From an optimization exercise on the open Yosys and OpenROAD flow, aimed at small area; shortcuts taken in it are not production practice.
Where RTL was checked, it was by simulation tests only, not by an equivalence proof against the original.
Power is estimated from default activity; no workload was simulated.

==> amber <==
Design eptAV, start of the top module:
module eptAV (
	input  wire        ept_clock,
	input  wire        ept_reset,
	input  wire [7:0]  ept_address,
	input  wire [31:0] ept_writedata,
	output wire [31:0] ept_readdata,
	input  wire        ept_chipselect,
	input  wire        ept_write,
	input  wire        ept_irc,
	output wire        ept_status,
	output wire [6:0]  ept_ramaddress_exp,
	output wire [31:0] ept_ramwritedata_exp,
	input  wire [31:0] ept_ramreaddata_exp,
	output wire        ept_ramwrite_exp
);
==> flow/config.mk <==
export PLATFORM = sky130hd
export DESIGN_NAME = eptAV
export DESIGN_NICKNAME = eptAV
export VERILOG_FILES = /design/flow/design.v
export SDC_FILE = /design/flow/constraint.sdc
export NUM_CORES = 4
export LEC_CHECK = 0
export CAP_MARGIN = 20
export CORE_MARGIN = 2
export CORE_UTILIZATION = 40
export SLEW_MARGIN = 20
==> flow/constraint.sdc <==
create_clock -name core_clock -period 8.0 [get_ports {ept_clock}]
set_input_delay 1.6000 -clock core_clock [delete_from_list [all_inputs] [get_ports {ept_clock}]]
set_output_delay 1.6000 -clock core_clock [all_outputs]
set_load 0.01 [all_outputs]
standard.sh (not shown) runs the stock make flow with config.mk's settings and CLKGATE_MAP_FILE= SYNTH_SCRIPT=/design/flow/synth_recipe.tcl, a recipe that flattens the netlist after the stock synthesis.
==> flow/flow/run.sh <==
#!/bin/bash
# Layout flow: the standard flow (standard.sh) with port buffers of the smallest buffer
# cell (buf_1) and clock tree synthesis without dummy loads, with smaller clock buffers.
# standard.sh's output goes to standard.log, ORFS's per-step logs stay in orfs/logs.
exec > run.log 2>&1
set -x
export BUFFER_PORTS_ARGS="-buffer_cell sky130_fd_sc_hd__buf_1"
export CTS_ARGS="-sink_clustering_enable -repair_clock_nets -dont_use_dummy_load -buf_list sky130_fd_sc_hd__clkbuf_8 -root_buf sky130_fd_sc_hd__clkbuf_8 -sink_clustering_size 24"
bash standard.sh > standard.log 2>&1
echo "standard.sh exit $?"
==> inputs of sierra, as changes to amber <==
--- a/flow/design.v
+++ b/flow/design.v
@@ -195,31 +195,23 @@
 	wire ready = idle;
 	wire direct = ready & ~hi;
 	assign ept_status = ready;
 	assign ept_ramaddress_exp   = direct ? ept_address[6:0] : (idle ? 7'h00 : ramAddressNext);
 	assign ept_ramwrite_exp     = direct ? write : store;
 	assign ept_ramwritedata_exp = ready ? ept_writedata : ramSum;
-	reg [31:0] regData;
-	always @* begin
-		regData = 32'h0;
-		if (regsel) case (lo)
-			4'h0: regData = counter[31:0];
-			4'h1: regData = {24'h0, counter[39:32]};
-			4'h2: regData = {31'h0, ready};
-			4'h3: regData = {31'h0, startReg};
-			4'h4: regData = {31'h0, stopReg};
-			4'h5: regData = {24'h0, taskIDReg};
-			4'h6: regData = {24'h0, offsetReg};
-			4'h7: regData = {31'h0, isrHReg};
-			4'h8: regData = {31'h0, csaveHReg};
-			4'h9: regData = {31'h0, crestHReg};
-			4'ha: regData = {31'h0, executedReg};
-			default: regData = 32'h0;
-		endcase
-	end
-	assign ept_readdata = hi ? regData : (ready ? ept_ramreaddata_exp : 32'h0);
+	wire selRam = ~hi & ready;
+	wire [10:0] sel;
+	generate for (i = 0; i < 11; i = i + 1) begin : g_sel
+		assign sel[i] = regsel & (lo == i);
+	end
+	endgenerate
+	wire [31:0] rdCounter = counter[31:0] & {32{sel[0]}};
+	wire [7:0]  rdByte    = (counter[39:32] & {8{sel[1]}}) | (taskIDReg & {8{sel[5]}}) | (offsetReg & {8{sel[6]}});
+	wire        rdFlag    = (ready & sel[2]) | (startReg & sel[3]) | (stopReg & sel[4]) | (isrHReg & sel[7]) |
+	                        (csaveHReg & sel[8]) | (crestHReg & sel[9]) | (executedReg & sel[10]);
+	assign ept_readdata = (ept_ramreaddata_exp & {32{selRam}}) | rdCounter | {24'h0, rdByte} | {31'h0, rdFlag};
 endmodule
 module bkadd32 (
 	input  wire [31:0] a,
 	input  wire [31:0] b,
 	input  wire        ci,
 	output wire [31:0] s
==> flow/flow/run.sh (replaced) <==
#!/bin/bash
# Layout flow:
#  1. the standard synthesis (standard.sh synth), unchanged;
#  2. the combinational cells of that netlist re-mapped by Yosys/ABC for area (flow/remap.abc,
#     area-only mapping; the timing repair of the standard flow then restores timing);
#     the flip-flops (and tie cells) are kept as they are, with their names and cell types;
#  3. the rest of the standard flow (standard.sh finish) on that netlist, with port buffers
#     of the smallest buffer cell (buf_1) and clock tree synthesis without dummy loads, with
#     clkbuf_8 leaf buffers under a clkbuf_16 root.
# Logs: run.log (this script), standard_synth.log, remap_yosys.log, standard.log, and ORFS's
# per-step logs under orfs/logs.
exec > run.log 2>&1
set -x
export BUFFER_PORTS_ARGS="-buffer_cell sky130_fd_sc_hd__buf_1"
export RECOVER_POWER=100
export CTS_ARGS="-sink_clustering_enable -repair_clock_nets -dont_use_dummy_load -buf_list sky130_fd_sc_hd__clkbuf_8 -root_buf sky130_fd_sc_hd__clkbuf_16 -sink_clustering_size 12 -sink_clustering_max_diameter 50"
bash standard.sh synth > standard_synth.log 2>&1 || exit 1
R=orfs/results/$FLOW_PLATFORM/eptAV/base
LIB=$FLOW_HOME/platforms/sky130hd/lib/sky130_fd_sc_hd__tt_025C_1v80.lib
cp $R/1_2_yosys.v std_1_2_yosys.v
KEEP=$(grep -o "sky130_fd_sc_hd__[a-z0-9_]*" std_1_2_yosys.v | sort -u | grep -E "__(df|edf|sdf|sedf|dl|conb)" | tr '\n' ' ')
DU=$(grep -o "\-dont_use [a-z0-9_*]*" orfs/logs/$FLOW_PLATFORM/eptAV/base/1_2_yosys.log | sort -u | tr '\n' ' ')
cat > remap.ys <<EOY
read_liberty -ignore_miss_func $LIB
read_verilog std_1_2_yosys.v
hierarchy -top $FLOW_TOP
blackbox $KEEP
flatten
opt_clean
abc -liberty $LIB $DU -script flow/remap.abc
opt_clean
setundef -zero
hilomap -singleton -hicell sky130_fd_sc_hd__conb_1 HI -locell sky130_fd_sc_hd__conb_1 LO
splitnets
opt_clean -purge
insbuf -buf sky130_fd_sc_hd__buf_4 A X
stat -liberty $LIB
write_verilog -noattr -nohex -nodec remapped.v
EOY
yosys -l remap_yosys.log -s remap.ys > /dev/null 2>&1 || exit 1
cp remapped.v $R/1_2_yosys.v
rm -f $R/1_synth.odb $R/1_synth.sdc
bash standard.sh finish > standard.log 2>&1
echo "standard.sh exit $?"
==> flow/flow/remap.abc (new file) <==
strash
&get -n
&fraig -x
&put
scorr
dc2
strash
dch -f
amap
topo
CAP_MARGIN = 10   (was 20)
SLEW_MARGIN = 10   (was 20)
==> summary of the runs <==
- Sequential power: amber is larger than sierra (about 9%).
- Of amber and sierra, sierra has the higher non-clock buffer count (gap 40).
- In amber the area after synthesis is larger than in sierra, by 16%.
- Combinational power: amber is larger than sierra (29%).
- Critical path depth: sierra is higher than amber (14).
- Against sierra, the first-iteration DRC count of amber is lower by 24%.
- In clock power, sierra and amber hardly differ.
- In flip-flop and latch count, sierra and amber do not differ.
- In clock-buffer cell count, amber and sierra do not differ.
- amber ran to the end with no violations. sierra finished with capacitance limit, slew limit left.
The RTL of amber was laid out without a check of its function.

[what the ideal ports hide]
The flow's constraints put no driver on any port. The routed layouts listed below were extracted and timed again, unchanged, in two steps.
Step 1 (the two cells are an assumption about what drives the block):
set clk [get_ports {ept_clock}]
set_driving_cell -lib_cell sky130_fd_sc_hd__clkbuf_16 $clk
set_driving_cell -lib_cell sky130_fd_sc_hd__buf_2 [delete_from_list [all_inputs] $clk]
Step 2 also shifts input and output timing later by t, the mid clock arrival at the registers, as if the neighbouring blocks saw the same clock.
Three values: no drivers, after step 1, after step 2; two values: the first two.
| run | t (ns) | setup WS [ns] | pins driven straight from the clock port |
|---|---|---|---|
| amber | 0.517 | 0.702 / 0.659 / 0.680 | 1 |
| sierra | 0.431 | 0.477 / 0.437 / 0.407 | 1 |
The setup slack of sierra, which loses most, moves by -0.040 ns with the drivers and by -0.070 ns with both steps.
